This is an optimization exercise on Yosys and OpenROAD, whose aim is small area, not a production implementation. No activity file was given, so power comes from the tool's default toggle rates.

// ISE
module ISE(
 input               clk
,input               reset
,input       [4:0]   image_in_index
,input       [23:0]  pixel_in
,output              busy
,output              out_valid
,output      [1:0]   color_index
,output reg  [4:0]   image_out_index
);
==> flow/config.mk <==
export PLATFORM = sky130hd
export DESIGN_NAME = ISE
export DESIGN_NICKNAME = ISE
export VERILOG_FILES = /design/flow/design.v
export SDC_FILE = /design/flow/constraint.sdc
export NUM_CORES = 4
export LEC_CHECK = 0
export CAP_MARGIN = 20
export CORE_MARGIN = 2
export CORE_UTILIZATION = 70
export CTS_BUF_LIST = sky130_fd_sc_hd__clkbuf_16
export CTS_CLUSTER_DIAMETER = 100
export CTS_CLUSTER_SIZE = 30
export PLACE_DENSITY = 0.8
export SLEW_MARGIN = 20
==> flow/constraint.sdc <==
create_clock -name core_clock -period 85.0 [get_ports {clk}]
set_input_delay 17.0000 -clock core_clock [delete_from_list [all_inputs] [get_ports {clk}]]
set_output_delay 17.0000 -clock core_clock [all_outputs]
set_load 0.01 [all_outputs]
run.sh (not shown) runs the stock make flow with config.mk's settings and CLKGATE_MAP_FILE= SYNTH_SCRIPT=/design/flow/synth_recipe.tcl, a recipe that flattens the netlist after the stock synthesis.
Rerun with:
CORE_UTILIZATION = 40   (was 70)
CTS_BUF_LIST = default   (was sky130_fd_sc_hd__clkbuf_16)
CTS_CLUSTER_DIAMETER = default   (was 100)
CTS_CLUSTER_SIZE = default   (was 30)
PLACE_DENSITY = 0.6   (was 0.8)
Critical path depth does not change.
Utilization shrinks by 29 points.
Die area goes up by 73%.
Worst hold slack got worse by 0.012 ns.
Sequential cell count stays the same.
Rerun with:
CORE_UTILIZATION = 70   (was 40)
CTS_BUF_LIST = sky130_fd_sc_hd__clkbuf_4   (was default)
PLACE_DENSITY = 0.8   (was 0.6)
Effect: Final cell count fell by about 7%; wire length came out higher by about 2.8%; clock power came out lower by 20%; sequential cell count does not change.
Rerun with:
==> flow/flow/run.sh (new file) <==
#!/bin/bash
# The standard layout (standard.sh), with three changes:
#  - synthesis: the standard flow's script, but ABC maps with flow/area.abc (area oriented) and no
#    adder cells are forced in (ADDER_MAP_FILE empty); registers are unchanged,
#  - port buffers of the smallest buffer cell,
#  - clock tree synthesis without dummy loads.
# Each tool's output goes to ORFS's own logs; make's output to standard_flow.log.
set -euo pipefail
W=$PWD
{ head -n 1 synth_recipe.tcl; cat flow/abc_override.tcl; tail -n +2 synth_recipe.tcl; } > area_synth.tcl
export AREA_ABC_SCRIPT=$W/flow/area.abc
export BUFFER_PORTS_ARGS="-buffer_cell sky130_fd_sc_hd__buf_1"
export CTS_ARGS="-sink_clustering_enable -repair_clock_nets -buf_list sky130_fd_sc_hd__clkbuf_8 -sink_clustering_size 16 -sink_clustering_max_diameter 60 -dont_use_dummy_load"
bash standard.sh SYNTH_SCRIPT=$W/area_synth.tcl ADDER_MAP_FILE= finish > standard_flow.log 2>&1
==> flow/flow/abc_override.tcl (new file) <==
# Map with an area-oriented ABC script instead of the one ORFS's synthesis names;
# everything else in the synthesis is the standard one.
proc abc {args} {
  set i [lsearch -exact $args -script]
  if { $i >= 0 } {
    set args [lreplace $args [expr {$i+1}] [expr {$i+1}] $::env(AREA_ABC_SCRIPT)]
  }
  yosys abc {*}$args
}
==> flow/flow/area.abc (new file) <==
strash
ifraig
scorr
dc2
strash
dch -f
amap
topo
==> flow/standard.sh (new file) <==
#!/bin/bash
# synth_recipe.tcl (not shown) runs the flow's synth.tcl, then flattens the netlist and writes it again
# the make line also repeats each setting of config.mk as NAME=value (left out here)
make -C /OpenROAD-flow-scripts/flow DESIGN_CONFIG=/design/flow/config.mk WORK_HOME=/design/flow/orfs CLKGATE_MAP_FILE= SYNTH_SCRIPT=/design/flow/synth_recipe.tcl "${@:-finish}"
CTS_BUF_LIST = sky130_fd_sc_hd__clkbuf_8   (was sky130_fd_sc_hd__clkbuf_4)
CTS_CLUSTER_DIAMETER = 60   (was default)
CTS_CLUSTER_SIZE = 16   (was default)
removed: flow/run.sh
=> Setup slack is worse by 1.7 ns. Clock skew is higher by 0.032 ns. Non-clock buffer count decreases by 1. Hold slack gains 0.019 ns. Sequential power is lower by a few percent.
Rerun with:
==> flow/flow/run.sh (replaced) <==
#!/bin/bash
# Standard ORFS layout (the standard.sh, unchanged synthesis), with:
#  - port buffers of the smallest buffer cell,
#  - clock tree synthesis without dummy loads.
set -euo pipefail
export BUFFER_PORTS_ARGS="-buffer_cell sky130_fd_sc_hd__buf_1"
export CTS_ARGS="-sink_clustering_enable -repair_clock_nets -buf_list sky130_fd_sc_hd__clkbuf_8 -sink_clustering_size 16 -sink_clustering_max_diameter 60 -dont_use_dummy_load"
bash standard.sh > standard_flow.log 2>&1
removed: flow/flow/abc_override.tcl
removed: flow/flow/area.abc
Outcome:
- The new run finished clean
- via count is lower by 2.9%
- clock power barely changes
- sequential power goes up by 6.8%
- fmax is higher by 9.1%
- global-route usage drops by 2.8 points
- hold slack is worse by 0.018 ns
- routed wire length went down by 3.3%
- area after synthesis rises by 9.4%
- cell count shrinks by 0.43%
- cell area climbs by 7.9%
Rerun with:
==> flow/run.sh (new file) <==
#!/bin/bash
# synth_recipe.tcl (not shown) runs the flow's synth.tcl, then flattens the netlist and writes it again
# the make line also repeats each setting of config.mk as NAME=value (left out here)
make -C /OpenROAD-flow-scripts/flow DESIGN_CONFIG=/design/flow/config.mk WORK_HOME=/design/flow/orfs CLKGATE_MAP_FILE= SYNTH_SCRIPT=/design/flow/synth_recipe.tcl finish
removed: flow/flow/run.sh
removed: flow/standard.sh
Outcome: The changed run completed with no timing, DRC or antenna violations. Non-clock buffer count rose by 3. Setup slack degrades by 0.40 ns. Synthesized cell count stays the same. Critical path depth fell by 2. Cell count rose by 0.94%. Wire length fell by 1.9%. Total power rose by 2.7%. Core utilization rose by 1.4 points. Clock-buffer cell count rose by 2. Cell area rose by 1.9%.
No run of this note included a check of the RTL's function; only the layout flow was run.

## static timing again, ports no longer ideal
In the flow no input, the clock included, has a driving cell. The finished layouts below were timed again as built, in two steps.
Step 1 sets driving cells, clkbuf_16 on the clock port and buf_2 on the other inputs (assumed; they add their load-dependent delay and slew).
Step 2 times the ports against the registers' clock, not the clock port: input delays grow and output delays shrink by t, the midpoint of the rising clock arrivals with the driver on.
Slacks: no drivers / after step 1 / after step 2; pairs: no drivers / after step 1.
| run | t, ns | slack for setup (ns) | cell pins on the clock port's net |
|---|---|---|---|
| the first run | 0.637 | 63.652 / 63.679 / 63.042 | 1 |
| the second run | 0.652 | 63.647 / 63.674 / 63.022 | 1 |
| the third run | 0.874 | 63.833 / 63.864 / 62.990 | 1 |
| the fourth run | 0.629 | 62.157 / 62.183 / 61.554 | 1 |
| the fifth run | 0.664 | 64.053 / 64.080 / 63.416 | 1 |
| the sixth run | 0.671 | 63.650 / 63.676 / 63.005 | 1 |
After both steps setup and hold are still met in every run listed. For the third run, which loses most, drivers alone change the setup slack by +0.031 ns; drivers and shift together by -0.843 ns.
